Background: an optimization exercise with open tools, aiming at small area. Do not read the settings as production practice.
The RTL was checked by simulation tests, not by an equivalence proof against the original design.
Power and IR drop assume default switching activity.

===== flow/constraint.sdc =====
create_clock -name core_clock -period 6.0 [get_ports {clk}]
set_input_delay 1.2000 -clock core_clock [delete_from_list [all_inputs] [get_ports {clk}]]
set_output_delay 1.2000 -clock core_clock [all_outputs]
set_load 0.01 [all_outputs]

===== flow/config.mk =====
export PLATFORM = sky130hd
export DESIGN_NAME = AXI_connect
export DESIGN_NICKNAME = AXI_connect
export VERILOG_FILES = /design/flow/design.v
export SDC_FILE = /design/flow/constraint.sdc
export NUM_CORES = 4
export LEC_CHECK = 0
export CAP_MARGIN = 20
export CORE_AREA = 5 5 395 395
export DIE_AREA = 0 0 400 400
export PLACE_DENSITY = 0.4
export SLEW_MARGIN = 20

===== flow/run.sh =====
#!/bin/bash
# synth_recipe.tcl (not shown) runs the flow's synth.tcl, then flattens the netlist and writes it again
# the make line also repeats each setting of config.mk as NAME=value (left out here)
make -C /OpenROAD-flow-scripts/flow DESIGN_CONFIG=/design/flow/config.mk WORK_HOME=/design/flow/orfs CLKGATE_MAP_FILE= SYNTH_SCRIPT=/design/flow/synth_recipe.tcl finish

===== flow/design.v =====
`timescale 1ns / 1ps
module decoder #(
    parameter [31:0] LOW0 = 32'b0100_0000_0001_0000_0000_0000_0000_0000,
    parameter [31:0] HIG0 = 32'b0100_0000_0001_0000_1111_1111_1111_1111,
    parameter [31:0] LOW1 = 32'b0100_0000_0001_0001_0000_0000_0000_0000,
    parameter [31:0] HIG1 = 32'b0100_0000_0001_0001_1111_1111_1111_1111,
    parameter [31:0] LOW2 = 32'b0100_0000_0001_0010_0000_0000_0000_0000,
    parameter [31:0] HIG2 = 32'b0100_0000_0001_0010_1111_1111_1111_1111,
    parameter [31:0] LOW3 = 32'b0110_0000_0000_0000_0000_0000_0000_0000,
    parameter [31:0] HIG3 = 32'b0110_0000_0000_0000_0001_1111_1111_1111,
    parameter [31:0] LOW4 = 32'b0100_0000_0001_0011_0000_0000_0000_0000,
    parameter [31:0] HIG4 = 32'b0100_0000_0001_0011_1111_1111_1111_1111,
    parameter [31:0] LOW5 = 32'b0100_0000_0000_0000_0000_0000_0000_0000,
    parameter [31:0] HIG5 = 32'b0100_0000_0000_0011_1111_1111_1111_1111
     )(
    input clk,
    input [31:0] AxADDR,
    input AxVALID,
    input rst,
    output [2:0] cntrl,
    output [2:0] held,
    output error
    );
    reg [2:0] out;
    reg [2:0] held_q;
    always@(*)
        begin
            if (rst==1'b1) out=3'b111;
            else 
            if(AxVALID==1'b1)
                if(AxADDR>=LOW0 && AxADDR<=HIG0)
                    out=3'b000;            
                else if(AxADDR>=LOW1 && AxADDR<=HIG1)
                    out=3'b001;
                else if(AxADDR>=LOW2 && AxADDR<=HIG2)
                    out=3'b010;
                else if(AxADDR>=LOW3 && AxADDR<=HIG3)
                    out=3'b011; 
                else if(AxADDR>=LOW4 && AxADDR<=HIG4)
                    out=3'b100;
                else if(AxADDR>=LOW5 && AxADDR<=HIG5)
                    out=3'b101;
                else
                    out=3'b110;
            else
                out=held_q;
        end
    always@(posedge clk)
        held_q <= out;
    assign cntrl = out; 
    assign held = held_q;
    assign error = (out == 3'b110);
endmodule
`timescale 1ns / 1ps
module WrstFSM(
    input AxVALID,
    input AxREADY,
    input xVALID,
    input xREADY,
    input BREADY,
    input BVALID,
    input BVALIDh,
    input decerr,
    input clk,
    input rst,
    output reg decoderrst
    );
    reg [2:0] ss, ss_next;
    localparam IDLE=3'b000, AHS=3'b001, DHS=3'b010, BHS=3'b011, ERRD=3'b100, RST=3'b111;
    always@(posedge clk)
        begin
            if(rst) ss<=RST;
            else ss<=ss_next;
        end
    always@(*)
        begin
            ss_next=ss;
            decoderrst=0;
            case(ss)
                RST:    begin
                                ss_next=IDLE;
                                decoderrst=1;
                        end
                IDLE:   begin
                            if(AxVALID && AxREADY && (decerr == 0))
                            begin
                            if(xVALID && xREADY) ss_next = DHS;
                            else ss_next=AHS;
                            end
                            if(BREADY && (decerr == 1)) ss_next=ERRD; 
                        end
                AHS:   begin
                            if(xVALID && xREADY) ss_next=DHS;
                        end
                DHS:   begin
                            if (BREADY && BVALID) ss_next=BHS;
                       end
                BHS:   begin
                            if(BVALIDh==0)
                                begin
                                    ss_next=IDLE;
                                    decoderrst=1;
                                end
                        end                        
                ERRD:   begin
                                ss_next=IDLE;
                                decoderrst=1;
                        end                        
            endcase                                                                           
        end
endmodule
`timescale 1ns / 1ps
module RrstFSM(
    input AxVALID,
    input AxREADY,
    input xVALID,
    input xREADY,
    input xVALIDh,
    input decerr,
    input clk,
    input rst,
    output reg decoderrst
    );
    reg [2:0] ss, ss_next;
    localparam IDLE=3'b000, AHS=3'b001, DHS=3'b010, ERRD=3'b011, RST=3'b111;
    always@(posedge clk)
        begin
            if(rst) ss<=RST;
            else ss<=ss_next;
        end
    always@(*)
        begin
            ss_next=ss;
            decoderrst=0;
            case(ss)
                RST:    begin
                                ss_next=IDLE;
                                decoderrst=1;
                        end
                IDLE:   begin
                            if(AxVALID && AxREADY && (decerr == 0) )
                                begin
                                if(xVALID && xREADY) ss_next = DHS;
                                else ss_next=AHS;
                                end
                            if(xREADY && decerr) ss_next = ERRD; 
                        end
                AHS:   begin
                            if(xVALID && xREADY) ss_next=DHS;
                        end
                DHS:   begin
                            if (xVALIDh == 0)
                                begin
                                    ss_next=IDLE;
                                    decoderrst=1;
                                end
                        end
                ERRD:   begin
                                ss_next=IDLE;
                                decoderrst=1;
                        end
            endcase                                                                           
        end
endmodule
`timescale 1ns / 1ps
module mux
        #(parameter
            A_LEN = 1,
            B_LEN = 1,
            C_LEN = 1,
            D_LEN = 1
        )
        (
            sel,
            a_out, b_out, c_out, d_out,
            a_00, b_00, c_00, d_00,
            a_01, b_01, c_01, d_01,
            a_02, b_02, c_02, d_02,
            a_03, b_03, c_03, d_03,
            a_04, b_04, c_04, d_04,
            a_05, b_05, c_05, d_05
        );
    input [2:0] sel;
    input [A_LEN - 1: 0] a_00, a_01, a_02, a_03, a_04, a_05;
    input [B_LEN - 1: 0] b_00, b_01, b_02, b_03, b_04, b_05;
    input [C_LEN - 1: 0] c_00, c_01, c_02, c_03, c_04, c_05;
    input [D_LEN - 1: 0] d_00, d_01, d_02, d_03, d_04, d_05;
    output reg [A_LEN - 1: 0] a_out;
    output reg [B_LEN - 1: 0] b_out;
    output reg [C_LEN - 1: 0] c_out;
    output reg [D_LEN - 1: 0] d_out;
    localparam  s00 = 3'b000,
                s01 = 3'b001,
                s02 = 3'b010,
                s03 = 3'b011,
                s04 = 3'b100,
                s05 = 3'b101,
                s_err = 3'b110;
    always@(
            sel,
            a_00, b_00, c_00, d_00,
            a_01, b_01, c_01, d_01,
            a_02, b_02, c_02, d_02,
            a_03, b_03, c_03, d_03,
            a_04, b_04, c_04, d_04,
            a_05, b_05, c_05, d_05
            )
    begin
    case (sel)
        s00:
        begin
            a_out = a_00;
            b_out = b_00;
            c_out = c_00;
            d_out = d_00;
        end
        s01:
        begin
            a_out = a_01;
            b_out = b_01;
            c_out = c_01;
            d_out = d_01;
        end
        s02:
        begin
            a_out = a_02;
            b_out = b_02;
            c_out = c_02;
            d_out = d_02;
        end
        s03:
        begin
            a_out = a_03;
            b_out = b_03;
            c_out = c_03;
            d_out = d_03;
        end
        s04:
        begin
            a_out = a_04;
            b_out = b_04;
            c_out = c_04;
            d_out = d_04;
        end
        s05:
        begin
            a_out = a_05;
            b_out = b_05;
            c_out = c_05;
            d_out = d_05;
        end
        s_err:
        begin            
            a_out = ~0;
            b_out = ~0;
            c_out = ~0;
            d_out = ~0;
        end
        default:
        begin
            a_out = 0;
            b_out = 0;
            c_out = 0;
            d_out = 0;
        end
    endcase
    end  
endmodule
`timescale 1ns / 1ps
module demuxer # 
            (parameter W = 1)
            (sel, a, b, c, d, e, f, in);
    input [2:0] sel;
    output reg [W-1:0] a; 
    output reg [W-1:0] b;
    output reg [W-1:0] c;
    output reg [W-1:0] d;
    output reg [W-1:0] e;
    output reg [W-1:0] f;
    input [W-1:0] in;
    always@ (*)
        begin
            a = {W{1'b0}};
            b = {W{1'b0}};
            c = {W{1'b0}};
            d = {W{1'b0}};
            e = {W{1'b0}};
            f = {W{1'b0}};
            case(sel)
                3'b000: a = in;
                3'b001: b = in;
                3'b010: c = in;
                3'b011: d = in;
                3'b100: e = in;
                3'b101: f = in;
            endcase
        end
endmodule
`timescale 1ns / 1ps
 module writeDemux #( parameter
                ADDR = 32,
                VALID = 1,
                PROT = 3,
                DATA = 32,
                STRB = 4,
                READY = 1,
                RESP = 2
    )
            (sel,
            M00_AWADDR, M00_AWVALID, M00_AWPROT, M00_WVALID, M00_WDATA, M00_WSTRB, M00_BREADY,
            S00_AWADDR, S00_AWVALID, S00_AWPROT, S00_WVALID, S00_WDATA, S00_WSTRB, S00_BREADY,
            S01_AWADDR, S01_AWVALID, S01_AWPROT, S01_WVALID, S01_WDATA, S01_WSTRB, S01_BREADY,
            S02_AWADDR, S02_AWVALID, S02_AWPROT, S02_WVALID, S02_WDATA, S02_WSTRB, S02_BREADY,
            S03_AWADDR, S03_AWVALID, S03_AWPROT, S03_WVALID, S03_WDATA, S03_WSTRB, S03_BREADY,
            S04_AWADDR, S04_AWVALID, S04_AWPROT, S04_WVALID, S04_WDATA, S04_WSTRB, S04_BREADY,
            S05_AWADDR, S05_AWVALID, S05_AWPROT, S05_WVALID, S05_WDATA, S05_WSTRB, S05_BREADY
            );
    input [2:0] sel;
    input [ADDR-1:0]    M00_AWADDR;
    input [VALID-1:0]     M00_AWVALID;
    input [PROT-1:0]     M00_AWPROT;
    input [VALID-1:0]     M00_WVALID;
    input [DATA-1:0]    M00_WDATA;
    input [STRB-1:0]     M00_WSTRB;
    input [READY-1:0]     M00_BREADY;
    output [ADDR-1:0]   S00_AWADDR;
    output [VALID-1:0]    S00_AWVALID;
    output [PROT-1:0]    S00_AWPROT;
    output [VALID-1:0]    S00_WVALID;
    output [DATA-1:0]   S00_WDATA;
    output [STRB-1:0]    S00_WSTRB;
    output [READY-1:0]    S00_BREADY;
    output [ADDR-1:0]   S01_AWADDR;
    output [VALID-1:0]    S01_AWVALID;
    output [PROT-1:0]    S01_AWPROT;
    output [VALID-1:0]    S01_WVALID;
    output [DATA-1:0]   S01_WDATA;
    output [STRB-1:0]    S01_WSTRB;
    output [READY-1:0]    S01_BREADY;
    output [ADDR-1:0]   S02_AWADDR;
    output [VALID-1:0]    S02_AWVALID;
    output [PROT-1:0]    S02_AWPROT;
    output [VALID-1:0]    S02_WVALID;
    output [DATA-1:0]   S02_WDATA;
    output [STRB-1:0]    S02_WSTRB;
    output [READY-1:0]    S02_BREADY;
    output [ADDR-1:0]   S03_AWADDR;
    output [VALID-1:0]    S03_AWVALID;
    output [PROT-1:0]    S03_AWPROT;
    output [VALID-1:0]    S03_WVALID;
    output [DATA-1:0]   S03_WDATA;
    output [STRB-1:0]    S03_WSTRB;
    output [READY-1:0]    S03_BREADY;
    output [ADDR-1:0]   S04_AWADDR;
    output [VALID-1:0]    S04_AWVALID;
    output [PROT-1:0]    S04_AWPROT;
    output [VALID-1:0]    S04_WVALID;
    output [DATA-1:0]   S04_WDATA;
    output [STRB-1:0]    S04_WSTRB;
    output [READY-1:0]    S04_BREADY;
    output [ADDR-1:0]   S05_AWADDR;
    output [VALID-1:0]    S05_AWVALID;
    output [PROT-1:0]    S05_AWPROT;
    output [VALID-1:0]    S05_WVALID;
    output [DATA-1:0]   S05_WDATA;
    output [STRB-1:0]    S05_WSTRB;
    output [READY-1:0]    S05_BREADY;
    demuxer #(ADDR)
        demuxAWADDR(
            .sel(sel),
            .a(S00_AWADDR), .b(S01_AWADDR), .c(S02_AWADDR), .d(S03_AWADDR), .e(S04_AWADDR), .f(S05_AWADDR),
            .in(M00_AWADDR)   
        );
    demuxer #(VALID)
        demuxAWVALID(
            .sel(sel),
            .a(S00_AWVALID), .b(S01_AWVALID), .c(S02_AWVALID), .d(S03_AWVALID), .e(S04_AWVALID), .f(S05_AWVALID),
            .in(M00_AWVALID)   
        );
    demuxer #(PROT)
        demuxAWPROT(
            .sel(sel),
            .a(S00_AWPROT), .b(S01_AWPROT), .c(S02_AWPROT), .d(S03_AWPROT), .e(S04_AWPROT), .f(S05_AWPROT),
            .in(M00_AWPROT)   
        );
    demuxer #(VALID)
        demuxWVALID(
            .sel(sel),
            .a(S00_WVALID), .b(S01_WVALID), .c(S02_WVALID), .d(S03_WVALID), .e(S04_WVALID), .f(S05_WVALID),
            .in(M00_WVALID)   
        );
    demuxer #(DATA)
        demuxWDATA(
            .sel(sel),
            .a(S00_WDATA), .b(S01_WDATA), .c(S02_WDATA), .d(S03_WDATA), .e(S04_WDATA), .f(S05_WDATA),
            .in(M00_WDATA)   
        );
     demuxer #(STRB)
        demuxWSTRB(
            .sel(sel),
            .a(S00_WSTRB), .b(S01_WSTRB), .c(S02_WSTRB), .d(S03_WSTRB), .e(S04_WSTRB), .f(S05_WSTRB),
            .in(M00_WSTRB)   
        );   
    demuxer #(READY)
        demuxNUTELLA(
            .sel(sel),
            .a(S00_BREADY), .b(S01_BREADY), .c(S02_BREADY), .d(S03_BREADY), .e(S04_BREADY), .f(S05_BREADY),
            .in(M00_BREADY)   
        );
endmodule
`timescale 1ns / 1ps
module R_demux
        #(parameter
            A_LEN = 1,
            B_LEN = 1,
            C_LEN = 1,
            D_LEN = 1
        )
        (
            sel,
            a_in, b_in, c_in, d_in,
            a_00_o, b_00_o, c_00_o, d_00_o,
            a_01_o, b_01_o, c_01_o, d_01_o,
            a_02_o, b_02_o, c_02_o, d_02_o,
            a_03_o, b_03_o, c_03_o, d_03_o,
            a_04_o, b_04_o, c_04_o, d_04_o,
            a_05_o, b_05_o, c_05_o, d_05_o
        );
    input [2:0] sel;    
    input [A_LEN - 1: 0] a_in;
    input [B_LEN - 1: 0] b_in;
    input [C_LEN - 1: 0] c_in;
    input [D_LEN - 1: 0] d_in;
    output reg [A_LEN - 1: 0] a_00_o, a_01_o, a_02_o, a_03_o, a_04_o, a_05_o;
    output reg [B_LEN - 1: 0] b_00_o, b_01_o, b_02_o, b_03_o, b_04_o, b_05_o;
    output reg [C_LEN - 1: 0] c_00_o, c_01_o, c_02_o, c_03_o, c_04_o, c_05_o;
    output reg [D_LEN - 1: 0] d_00_o, d_01_o, d_02_o, d_03_o, d_04_o, d_05_o;
    localparam  s00 = 3'b000,
                s01 = 3'b001,
                s02 = 3'b010,
                s03 = 3'b011,
                s04 = 3'b100,
                s05 = 3'b101;
    always@(
            sel,
            a_in, b_in, c_in, d_in
            )
    begin
    a_00_o = 0;
    b_00_o = 0;
    c_00_o = 0;
    d_00_o = 0;
    a_01_o = 0;
    b_01_o = 0;
    c_01_o = 0;
    d_01_o = 0;
    a_02_o = 0;
    b_02_o = 0;
    c_02_o = 0;
    d_02_o = 0;
    a_03_o = 0;
    b_03_o = 0;
    c_03_o = 0;
    d_03_o = 0;
    a_04_o = 0;
    b_04_o = 0;
    c_04_o = 0;
    d_04_o = 0;
    a_05_o = 0;
    b_05_o = 0;
    c_05_o = 0;
    d_05_o = 0;
    case (sel)
        s00:
        begin
            a_00_o = a_in;
            b_00_o = b_in;
            c_00_o = c_in;
            d_00_o = d_in;
        end
        s01:
        begin
            a_01_o = a_in;
            b_01_o = b_in;
            c_01_o = c_in;
            d_01_o = d_in;
        end
        s02:
        begin
            a_02_o = a_in;
            b_02_o = b_in;
            c_02_o = c_in;
            d_02_o = d_in;
        end
        s03:
        begin
            a_03_o = a_in;
            b_03_o = b_in;
            c_03_o = c_in;
            d_03_o = d_in;
        end
        s04:
        begin
            a_04_o = a_in;
            b_04_o = b_in;
            c_04_o = c_in;
            d_04_o = d_in;
        end
        s05:
        begin
            a_05_o = a_in;
            b_05_o = b_in;
            c_05_o = c_in;
            d_05_o = d_in;
        end
    endcase
    end  
endmodule
`timescale 1ns / 100ps
module AXI_connect
    #( parameter
                ADDR = 32,
                VALID = 1,
                PROT = 3,
                DATA = 32,
                STRB = 4,
                READY = 1,
                RESP = 2
    )
    ( clk, rst,
    M00_AWADDR, M00_ARADDR, M00_AWVALID, M00_WVALID, M00_ARVALID, M00_AWPROT, M00_ARPROT, M00_WDATA, M00_WSTRB, M00_BREADY, M00_RREADY,
    S00_BVALID, S00_RVALID, S00_RDATA, S00_AWREADY, S00_WREADY, S00_ARREADY, S00_BRESP, S00_RRESP,
    S01_BVALID, S01_RVALID, S01_RDATA, S01_AWREADY, S01_WREADY, S01_ARREADY, S01_BRESP, S01_RRESP,
    S02_BVALID, S02_RVALID, S02_RDATA, S02_AWREADY, S02_WREADY, S02_ARREADY, S02_BRESP, S02_RRESP,
    S03_BVALID, S03_RVALID, S03_RDATA, S03_AWREADY, S03_WREADY, S03_ARREADY, S03_BRESP, S03_RRESP,
    S04_BVALID, S04_RVALID, S04_RDATA, S04_AWREADY, S04_WREADY, S04_ARREADY, S04_BRESP, S04_RRESP,
    S05_BVALID, S05_RVALID, S05_RDATA, S05_AWREADY, S05_WREADY, S05_ARREADY, S05_BRESP, S05_RRESP,
    S00_AWADDR, S00_ARADDR, S00_AWVALID, S00_WVALID, S00_ARVALID, S00_AWPROT, S00_ARPROT, S00_WDATA, S00_WSTRB, S00_BREADY, S00_RREADY,
    S01_AWADDR, S01_ARADDR, S01_AWVALID, S01_WVALID, S01_ARVALID, S01_AWPROT, S01_ARPROT, S01_WDATA, S01_WSTRB, S01_BREADY, S01_RREADY,
    S02_AWADDR, S02_ARADDR, S02_AWVALID, S02_WVALID, S02_ARVALID, S02_AWPROT, S02_ARPROT, S02_WDATA, S02_WSTRB, S02_BREADY, S02_RREADY,
    S03_AWADDR, S03_ARADDR, S03_AWVALID, S03_WVALID, S03_ARVALID, S03_AWPROT, S03_ARPROT, S03_WDATA, S03_WSTRB, S03_BREADY, S03_RREADY,
    S04_AWADDR, S04_ARADDR, S04_AWVALID, S04_WVALID, S04_ARVALID, S04_AWPROT, S04_ARPROT, S04_WDATA, S04_WSTRB, S04_BREADY, S04_RREADY,
    S05_AWADDR, S05_ARADDR, S05_AWVALID, S05_WVALID, S05_ARVALID, S05_AWPROT, S05_ARPROT, S05_WDATA, S05_WSTRB, S05_BREADY, S05_RREADY,
    M00_BVALID, M00_RVALID, M00_RDATA, M00_AWREADY, M00_WREADY, M00_ARREADY, M00_BRESP, M00_RRESP
    );
    input clk, rst;
    input [ADDR - 1: 0]   M00_AWADDR,                                  M00_ARADDR;
    input [VALID - 1: 0]  M00_AWVALID, M00_WVALID,                  M00_ARVALID;
    input [PROT - 1: 0]   M00_AWPROT,                                  M00_ARPROT;
    input [DATA - 1: 0]                   M00_WDATA;
    input [STRB - 1: 0]                   M00_WSTRB;
    input [READY - 1: 0]                                  M00_BREADY,                  M00_RREADY;
    input [VALID - 1: 0]                                  S00_BVALID,                  S00_RVALID;
    input [DATA - 1: 0]                                                                   S00_RDATA;
    input [READY - 1: 0]  S00_AWREADY, S00_WREADY,                  S00_ARREADY;
    input [RESP - 1: 0]                                   S00_BRESP,                   S00_RRESP;
    input [VALID - 1: 0]                               S01_BVALID,                  S01_RVALID;
    input [DATA - 1: 0]                                                                   S01_RDATA;
    input [READY - 1: 0]  S01_AWREADY, S01_WREADY,                  S01_ARREADY;
    input [RESP - 1: 0]                                   S01_BRESP,                   S01_RRESP;
    input [VALID - 1: 0]                                  S02_BVALID,                  S02_RVALID;
    input [DATA - 1: 0]                                                                   S02_RDATA;
    input [READY - 1: 0]  S02_AWREADY, S02_WREADY,                  S02_ARREADY;
    input [RESP - 1: 0]                                   S02_BRESP,                   S02_RRESP;
    input [VALID - 1: 0]                                  S03_BVALID,                  S03_RVALID;
    input [DATA - 1: 0]                                                                   S03_RDATA;
    input [READY - 1: 0]  S03_AWREADY, S03_WREADY,                  S03_ARREADY;
    input [RESP - 1: 0]                                   S03_BRESP,                   S03_RRESP;
    input [VALID - 1: 0]                                  S04_BVALID,                  S04_RVALID;
    input [DATA - 1: 0]                                                                   S04_RDATA;
    input [READY - 1: 0]  S04_AWREADY, S04_WREADY,                  S04_ARREADY;
    input [RESP - 1: 0]                                   S04_BRESP,                   S04_RRESP;
    input [VALID - 1: 0]                                  S05_BVALID,                  S05_RVALID;
    input [DATA - 1: 0]                                                                   S05_RDATA;
    input [READY - 1: 0]  S05_AWREADY, S05_WREADY,                  S05_ARREADY;
    input [RESP - 1: 0]                                   S05_BRESP,                   S05_RRESP;
    output [ADDR - 1: 0]   S00_AWADDR,                                 S00_ARADDR;
    output [VALID - 1: 0]  S00_AWVALID, S00_WVALID,                 S00_ARVALID;
    output [PROT - 1: 0]   S00_AWPROT,                                 S00_ARPROT;
    output [DATA - 1: 0]                   S00_WDATA;
    output [STRB - 1: 0]                   S00_WSTRB;
    output [READY - 1: 0]                                  S00_BREADY,   S00_RREADY;
    output [ADDR - 1: 0]   S01_AWADDR,                                 S01_ARADDR;
    output [VALID - 1: 0]  S01_AWVALID, S01_WVALID,                 S01_ARVALID;
    output [PROT - 1: 0]   S01_AWPROT,                                 S01_ARPROT;
    output [DATA - 1: 0]                   S01_WDATA;
    output [STRB - 1: 0]                   S01_WSTRB;
    output [READY - 1: 0]                                  S01_BREADY,                 S01_RREADY;
    output [ADDR - 1: 0]   S02_AWADDR,                                 S02_ARADDR;
    output [VALID - 1: 0]  S02_AWVALID, S02_WVALID,                 S02_ARVALID;
    output [PROT - 1: 0]   S02_AWPROT,                                 S02_ARPROT;
    output [DATA - 1: 0]                   S02_WDATA;
    output [STRB - 1: 0]                   S02_WSTRB;
    output [READY - 1: 0]                                  S02_BREADY,                 S02_RREADY;
    output [ADDR - 1: 0]   S03_AWADDR,                                 S03_ARADDR;
    output [VALID - 1: 0]  S03_AWVALID, S03_WVALID,                 S03_ARVALID;
    output [PROT - 1: 0]   S03_AWPROT,                                 S03_ARPROT;
    output [DATA - 1: 0]                   S03_WDATA;
    output [STRB - 1: 0]                   S03_WSTRB;
    output [READY - 1: 0]                                  S03_BREADY,                 S03_RREADY;
    output [ADDR - 1: 0]   S04_AWADDR,                                 S04_ARADDR;
    output [VALID - 1: 0]  S04_AWVALID, S04_WVALID,                 S04_ARVALID;
    output [PROT - 1: 0]   S04_AWPROT,                                 S04_ARPROT;
    output [DATA - 1: 0]                   S04_WDATA;
    output [STRB - 1: 0]                   S04_WSTRB;
    output [READY - 1: 0]                                  S04_BREADY,                 S04_RREADY;
    output [ADDR - 1: 0]   S05_AWADDR,                                 S05_ARADDR;
    output [VALID - 1: 0]  S05_AWVALID, S05_WVALID,                 S05_ARVALID;
    output [PROT - 1: 0]   S05_AWPROT,                                 S05_ARPROT;
    output [DATA - 1: 0]                   S05_WDATA;
    output [STRB - 1: 0]                   S05_WSTRB;
    output [READY - 1: 0]                                  S05_BREADY,                 S05_RREADY;
    output [VALID - 1: 0]                                  M00_BVALID,                  M00_RVALID;
    output [DATA - 1: 0]                                                                   M00_RDATA;
    output [READY - 1: 0]  M00_AWREADY, M00_WREADY,                  M00_ARREADY;
    output [RESP - 1: 0]                                   M00_BRESP,                   M00_RRESP;
    wire rst_axi;
    wire [2:0] w_cntrl;
    wire [2:0] r_cntrl;
    wire w_rst_dec;
    wire r_rst_dec;
    wire w_decerr;
    wire r_decerr;
    wire [2:0] w_held;
    wire [2:0] r_held;
    reg w_bvalid_held;
    reg r_rvalid_held;
    assign rst_axi = ~rst;
    decoder write_dec(
                        .clk(clk),
                        .AxADDR(M00_AWADDR),
                        .AxVALID(M00_AWVALID),
                        .error(w_decerr),
                        .rst(w_rst_dec),
                        .cntrl(w_cntrl),
                        .held(w_held)
                        );
    decoder read_dec(
                        .clk(clk),
                        .AxADDR(M00_ARADDR),
                        .AxVALID(M00_ARVALID),
                        .error(r_decerr),
                        .rst(r_rst_dec),
                        .cntrl(r_cntrl),
                        .held(r_held)
                        );
    always@(*)
        begin
            case(w_held)
                3'b000: w_bvalid_held = S00_BVALID;
                3'b001: w_bvalid_held = S01_BVALID;
                3'b010: w_bvalid_held = S02_BVALID;
                3'b011: w_bvalid_held = S03_BVALID;
                3'b100: w_bvalid_held = S04_BVALID;
                3'b101: w_bvalid_held = S05_BVALID;
                3'b110: w_bvalid_held = 1'b1;
                default: w_bvalid_held = 1'b0;
            endcase
            case(r_held)
                3'b000: r_rvalid_held = S00_RVALID;
                3'b001: r_rvalid_held = S01_RVALID;
                3'b010: r_rvalid_held = S02_RVALID;
                3'b011: r_rvalid_held = S03_RVALID;
                3'b100: r_rvalid_held = S04_RVALID;
                3'b101: r_rvalid_held = S05_RVALID;
                3'b110: r_rvalid_held = 1'b1;
                default: r_rvalid_held = 1'b0;
            endcase
        end
    WrstFSM WriteASF(
            .AxVALID(M00_AWVALID),
            .AxREADY(M00_AWREADY),
            .xVALID(M00_WVALID),
            .xREADY(M00_WREADY),
            .BREADY(M00_BREADY),
            .BVALID(M00_BVALID),
            .BVALIDh(w_bvalid_held),
            .decerr(w_decerr),
            .clk(clk),
            .rst(rst_axi),
            .decoderrst(w_rst_dec)
            );
    RrstFSM ReadASF(
            .AxVALID(M00_ARVALID),
            .AxREADY(M00_ARREADY),
            .xVALID(M00_RVALID),
            .xREADY(M00_RREADY),
            .xVALIDh(r_rvalid_held),
            .decerr(r_decerr),
            .clk(clk),
            .rst(rst_axi),
            .decoderrst(r_rst_dec)
    );
    mux #(.A_LEN(READY), .B_LEN(READY), .C_LEN(VALID), .D_LEN(RESP))
        write_mux(    .sel(w_cntrl),
                        .a_out(M00_AWREADY), .b_out(M00_WREADY), .c_out(M00_BVALID), .d_out(M00_BRESP),
                        .a_00(S00_AWREADY), .b_00(S00_WREADY), .c_00(S00_BVALID), .d_00(S00_BRESP),
                        .a_01(S01_AWREADY), .b_01(S01_WREADY), .c_01(S01_BVALID), .d_01(S01_BRESP),
                        .a_02(S02_AWREADY), .b_02(S02_WREADY), .c_02(S02_BVALID), .d_02(S02_BRESP),
                        .a_03(S03_AWREADY), .b_03(S03_WREADY), .c_03(S03_BVALID), .d_03(S03_BRESP),
                        .a_04(S04_AWREADY), .b_04(S04_WREADY), .c_04(S04_BVALID), .d_04(S04_BRESP),
                        .a_05(S05_AWREADY), .b_05(S05_WREADY), .c_05(S05_BVALID), .d_05(S05_BRESP)
                    );
    mux #(.A_LEN(READY), .B_LEN(VALID), .C_LEN(DATA), .D_LEN(RESP))
        read_mux(    .sel(r_cntrl),
                        .a_out(M00_ARREADY), .b_out(M00_RVALID), .c_out(M00_RDATA), .d_out(M00_RRESP),
                        .a_00(S00_ARREADY), .b_00(S00_RVALID), .c_00(S00_RDATA), .d_00(S00_RRESP),
                        .a_01(S01_ARREADY), .b_01(S01_RVALID), .c_01(S01_RDATA), .d_01(S01_RRESP),
                        .a_02(S02_ARREADY), .b_02(S02_RVALID), .c_02(S02_RDATA), .d_02(S02_RRESP),
                        .a_03(S03_ARREADY), .b_03(S03_RVALID), .c_03(S03_RDATA), .d_03(S03_RRESP),
                        .a_04(S04_ARREADY), .b_04(S04_RVALID), .c_04(S04_RDATA), .d_04(S04_RRESP),
                        .a_05(S05_ARREADY), .b_05(S05_RVALID), .c_05(S05_RDATA), .d_05(S05_RRESP)
                    );
   writeDemux #(
                .ADDR(ADDR),
                .VALID(VALID),
                .PROT(PROT),
                .DATA(DATA),
                .STRB(STRB),
                .READY(READY),
                .RESP(RESP)
                )   
            writeDemuxer
            (.sel(w_cntrl),
            .M00_AWADDR(M00_AWADDR), .M00_AWVALID(M00_AWVALID), .M00_AWPROT(M00_AWPROT), .M00_WVALID(M00_WVALID), .M00_WDATA(M00_WDATA), .M00_WSTRB(M00_WSTRB), .M00_BREADY(M00_BREADY),
            .S00_AWADDR(S00_AWADDR), .S00_AWVALID(S00_AWVALID), .S00_AWPROT(S00_AWPROT), .S00_WVALID(S00_WVALID), .S00_WDATA(S00_WDATA), .S00_WSTRB(S00_WSTRB), .S00_BREADY(S00_BREADY),
            .S01_AWADDR(S01_AWADDR), .S01_AWVALID(S01_AWVALID), .S01_AWPROT(S01_AWPROT), .S01_WVALID(S01_WVALID), .S01_WDATA(S01_WDATA), .S01_WSTRB(S01_WSTRB), .S01_BREADY(S01_BREADY),
            .S02_AWADDR(S02_AWADDR), .S02_AWVALID(S02_AWVALID), .S02_AWPROT(S02_AWPROT), .S02_WVALID(S02_WVALID), .S02_WDATA(S02_WDATA), .S02_WSTRB(S02_WSTRB), .S02_BREADY(S02_BREADY),
            .S03_AWADDR(S03_AWADDR), .S03_AWVALID(S03_AWVALID), .S03_AWPROT(S03_AWPROT), .S03_WVALID(S03_WVALID), .S03_WDATA(S03_WDATA), .S03_WSTRB(S03_WSTRB), .S03_BREADY(S03_BREADY),
            .S04_AWADDR(S04_AWADDR), .S04_AWVALID(S04_AWVALID), .S04_AWPROT(S04_AWPROT), .S04_WVALID(S04_WVALID), .S04_WDATA(S04_WDATA), .S04_WSTRB(S04_WSTRB), .S04_BREADY(S04_BREADY),
            .S05_AWADDR(S05_AWADDR), .S05_AWVALID(S05_AWVALID), .S05_AWPROT(S05_AWPROT), .S05_WVALID(S05_WVALID), .S05_WDATA(S05_WDATA), .S05_WSTRB(S05_WSTRB), .S05_BREADY(S05_BREADY)
            );
    R_demux
        #(
            .A_LEN(VALID),
            .B_LEN(ADDR),
            .C_LEN(PROT),
            .D_LEN(READY)
        )
        readDemuxer
        (
            .sel(r_cntrl),
            .a_in(M00_ARVALID), .b_in(M00_ARADDR), .c_in(M00_ARPROT), .d_in(M00_RREADY),
            .a_00_o(S00_ARVALID), .b_00_o(S00_ARADDR), .c_00_o(S00_ARPROT), .d_00_o(S00_RREADY),
            .a_01_o(S01_ARVALID), .b_01_o(S01_ARADDR), .c_01_o(S01_ARPROT), .d_01_o(S01_RREADY),
            .a_02_o(S02_ARVALID), .b_02_o(S02_ARADDR), .c_02_o(S02_ARPROT), .d_02_o(S02_RREADY),
            .a_03_o(S03_ARVALID), .b_03_o(S03_ARADDR), .c_03_o(S03_ARPROT), .d_03_o(S03_RREADY),
            .a_04_o(S04_ARVALID), .b_04_o(S04_ARADDR), .c_04_o(S04_ARPROT), .d_04_o(S04_RREADY),
            .a_05_o(S05_ARVALID), .b_05_o(S05_ARADDR), .c_05_o(S05_ARPROT), .d_05_o(S05_RREADY)
        );
endmodule

==> results.json <==
{
  "outcome": "no timing/DRC/antenna violations",
  "place_ws_ps": -310,
  "r2r_setup_slack_ps": 1900,
  "ys_warn_count": 11,
  "worst_slack_ps": 65.5,
  "antenna_found_initial": 59,
  "synth.avg_cell_area_sq_um": 5.95,
  "postPlaceCellArea_sq_um": 22800,
  "grt_pass1_wl_microns": 138000,
  "r2r_end": "WriteASF.ss[0]",
  "worst_pin_slew_ps": 840,
  "fin_skew_ps": 0.827,
  "place_hpwl_microns": 96500,
  "ios": 1066,
  "grt_max_degree": 43,
  "start_util_pct": 5.19,
  "reg2reg_depth": 16,
  "hold_path_depth": 2,
  "crit_required_ps": 4800,
  "report.final.slew_viol_count": 0,
  "routed_wl_microns": 110000,
  "grt_usage_pct": 12.6,
  "cts_hold_buffers": 0,
  "power.leakage_nw": 9.80,
  "hold_violations": 0,
  "vias": 14700,
  "die_w_microns": 400,
  "finalSetupViolations": 0,
  "synthDistinctLibCells": 79,
  "gp_congestion": 0.840,
  "overflow": 0,
  "crit_chain": "clkdlybuf4s50_1 > or4_4 > or4_4 > nor4b_2 > a211oi_2 > nor2_4 > inv_2 > buf_12 > buf_12 > o21ai_0 > a21oi_1 > a21oi_1 > o21ai_1 > clkdlybuf4s50_1",
  "worst_setup_path_start_kind": "primary input",
  "synth-edff-count": 0,
  "worstPathArrival_ps": 4730,
  "path_max_fanout": 12,
  "viasPerCell": 3.24,
  "first_iter_violations": 688,
  "ys_seq_area_share_pct": 3.05,
  "cap_violations": 0,
  "r2r_start": "write_dec.held_q[1]",
  "layout_commonest_cell": "clkdlybuf4s50_1",
  "ys_ff_latch": 12,
  "area_growth_pct": 197,
  "syn-num-nets": 1681,
  "cts_buffers": 3,
  "ir_worst_vdd_mv": 0.0836,
  "portBuffers": 1065,
  "cpMaxStageDelayCell": "or4_4",
  "rsz0062_at_grt": "yes",
  "stdcell_area_sq_um": 23300,
  "firstDrtPassIters": 5,
  "synth_async_sr_flop_share_pct": 0,
  "clkSinkCount": 12,
  "grt_pass1_vias": 14700,
  "path_clk_slew_ps": 50,
  "nNetsFinal": 2837,
  "hp-class": "reg2reg",
  "endpoint_kind": "output pin",
  "htree_levels": 1,
  "max_freq_ghz": 0.169,
  "std_cell_rows": 143,
  "min-delay-start": "ReadASF.ss[2]",
  "max_stage_delay_ps": 560,
  "synth-main-ff-cell": "dfxtp_1",
  "finalCritPeriodShare_pct": 98.9,
  "relSlewSlack_pct": 43.8,
  "drc": 0,
  "synthTopCellsByArea": "and2_1 39%, and3_1 11%, a21oi_1 7.0%",
  "synth_top_cell_by_area": "and2_1",
  "fin_util_pct": 15.4,
  "min_period_ps": 5930,
  "min_to": "ReadASF.ss[2]",
  "die_y_microns": 400,
  "clockBufferDepth": 2,
  "core_area_sq_um": 152000,
  "cts-root-buf": "clkbuf_16",
  "synth_cells": 1322,
  "fin_setup_tns_ps": 0,
  "cts_tree": "done",
  "criticalPathCategory": "in2out",
  "clkLatencyLatePin_ps": 260,
  "final_cell_mix": "963 x clkdlybuf4s50_1, 496 x and2_1, 184 x buf_4",
  "die_area_sq_um": 160000,
  "power.density_nw_per_um2": 136,
  "drive_gt1_share_pct": 12.5,
  "detail_route.wl_per_cell_microns": 24.2,
  "synth_top_cell_area_share_pct": 39.4,
  "syn_area_sq_um": 7870,
  "ant_nets": 0
}
logic make-up after synthesis:
group,share of synthesized area [%]
muxes,1.72
buffers and inverters,7.50
DFF,3.05
AOI/OAI and AO/OA,19.9
and+or+nand+nor,67.9
final cells by class:
class	instances	area (sq um)
Tap cell	2030	2540
Inverter	19	76.3
Multi-Input combinational cell	1161	7220
Fill cell	17400	128000
Antenna cell	18	45.0
Timing Repair Buffer	1281	13100
Sequential cell	12	240
Clock buffer	3	75.1
registers in the layout, indices dropped and copies added (netlist names):
signal	cells
WriteASF.ss	3
write_dec.held_q	3
read_dec.held_q	3
ReadASF.ss	3
power by group:
group	leakage, nW	switching (mW)	internal, mW	total [mW]
Combinational	9.66	1.57	1.32	2.89
Clock	0.0371	0.0526	0.0881	0.141
Sequential	0.0996	0.0450	0.107	0.152
Total	9.80	1.66	1.52	3.18
per-stage QoR:
step / instances / total power [mW] / hold WS [ps]
2_1_floorplan: 1322 / 1.15 / 476
3_3_place_gp: 4492 / 3.07 / 516
3_5_place_dp: 4492 / 3.06 / 521
4_1_cts: 4501 / 3.25 / 532
5_1_grt: 4509 / 3.42 / 573
6_report: 4524 / 3.18 / 534
cells in the mapped netlist (13+ instances only):
library cell,number
a21oi_1,110
and2_1,496
and3_1,144
clkbuf_1,112
inv_1,13
nand2_1,121
nor2_1,27
nor3_1,22
nor4_1,24
o21ai_0,41
o21ai_1,22
timing repair:
item                                    4_1_cts  5_1_grt
cloned                                        1        1
gates resized for setup                      25       69
endpoints found under the setup margin      261      263
setup buffers                                 5        4
pin swaps                                     3        4
routing by layer:
layer  vias to the layer above  GRT usage, %  wire length [microns]
met4                        14          1.82                   2170
li1                       6870             -                      -
met3                       118          3.21                   8620
met1                      6927          14.5                  41900
met2                       743          23.8                  56800
met5                         -             0                     88
how the worst max path moves through the flow:
stage	start	endpoint	slack, ps	cells past startpoint
floorplan	M00_ARADDR[31]	M00_RDATA[12]	970	10
global placement	M00_AWADDR[20]	S03_WDATA[9]	-330	13
detailed placement	M00_AWADDR[20]	S03_WDATA[9]	-310	13
CTS	M00_ARADDR[28]	S03_ARADDR[17]	-2	12
global route	M00_ARADDR[28]	M00_RDATA[27]	-10	14
finish	M00_ARADDR[28]	M00_RDATA[11]	70	14
worst max-delay path: cells and delay by family:
family / cells / cell delay, ps
compound gates: 5 / 630
buf+inv: 5 / 1350
simple gates: 4 / 1530

-- re-timing with driven ports --
Ports are ideal in the flow. The routed layout listed here was re-timed in OpenROAD.
Step 1 sets driving cells, clkbuf_16 on the clock port and buf_2 on the other inputs (assumed; they add their load-dependent delay and slew).
Step 2 also shifts input and output timing later by t, the mid clock arrival at the registers, as if the neighbouring blocks saw the same clock.
Three values: no drivers, after step 1, after step 2; two values: the first two.
t (ns): 0.308
slack for setup (ns): 0.066 / 0.030 / 0.030
worst register clock-pin slew, ns: 0.05 / 0.05
worst slew at a driven data input, ns: 0.22
After both steps this run still meets setup and hold. The setup slack of this run moves by -0.036 ns with the drivers and by -0.036 ns with both steps.
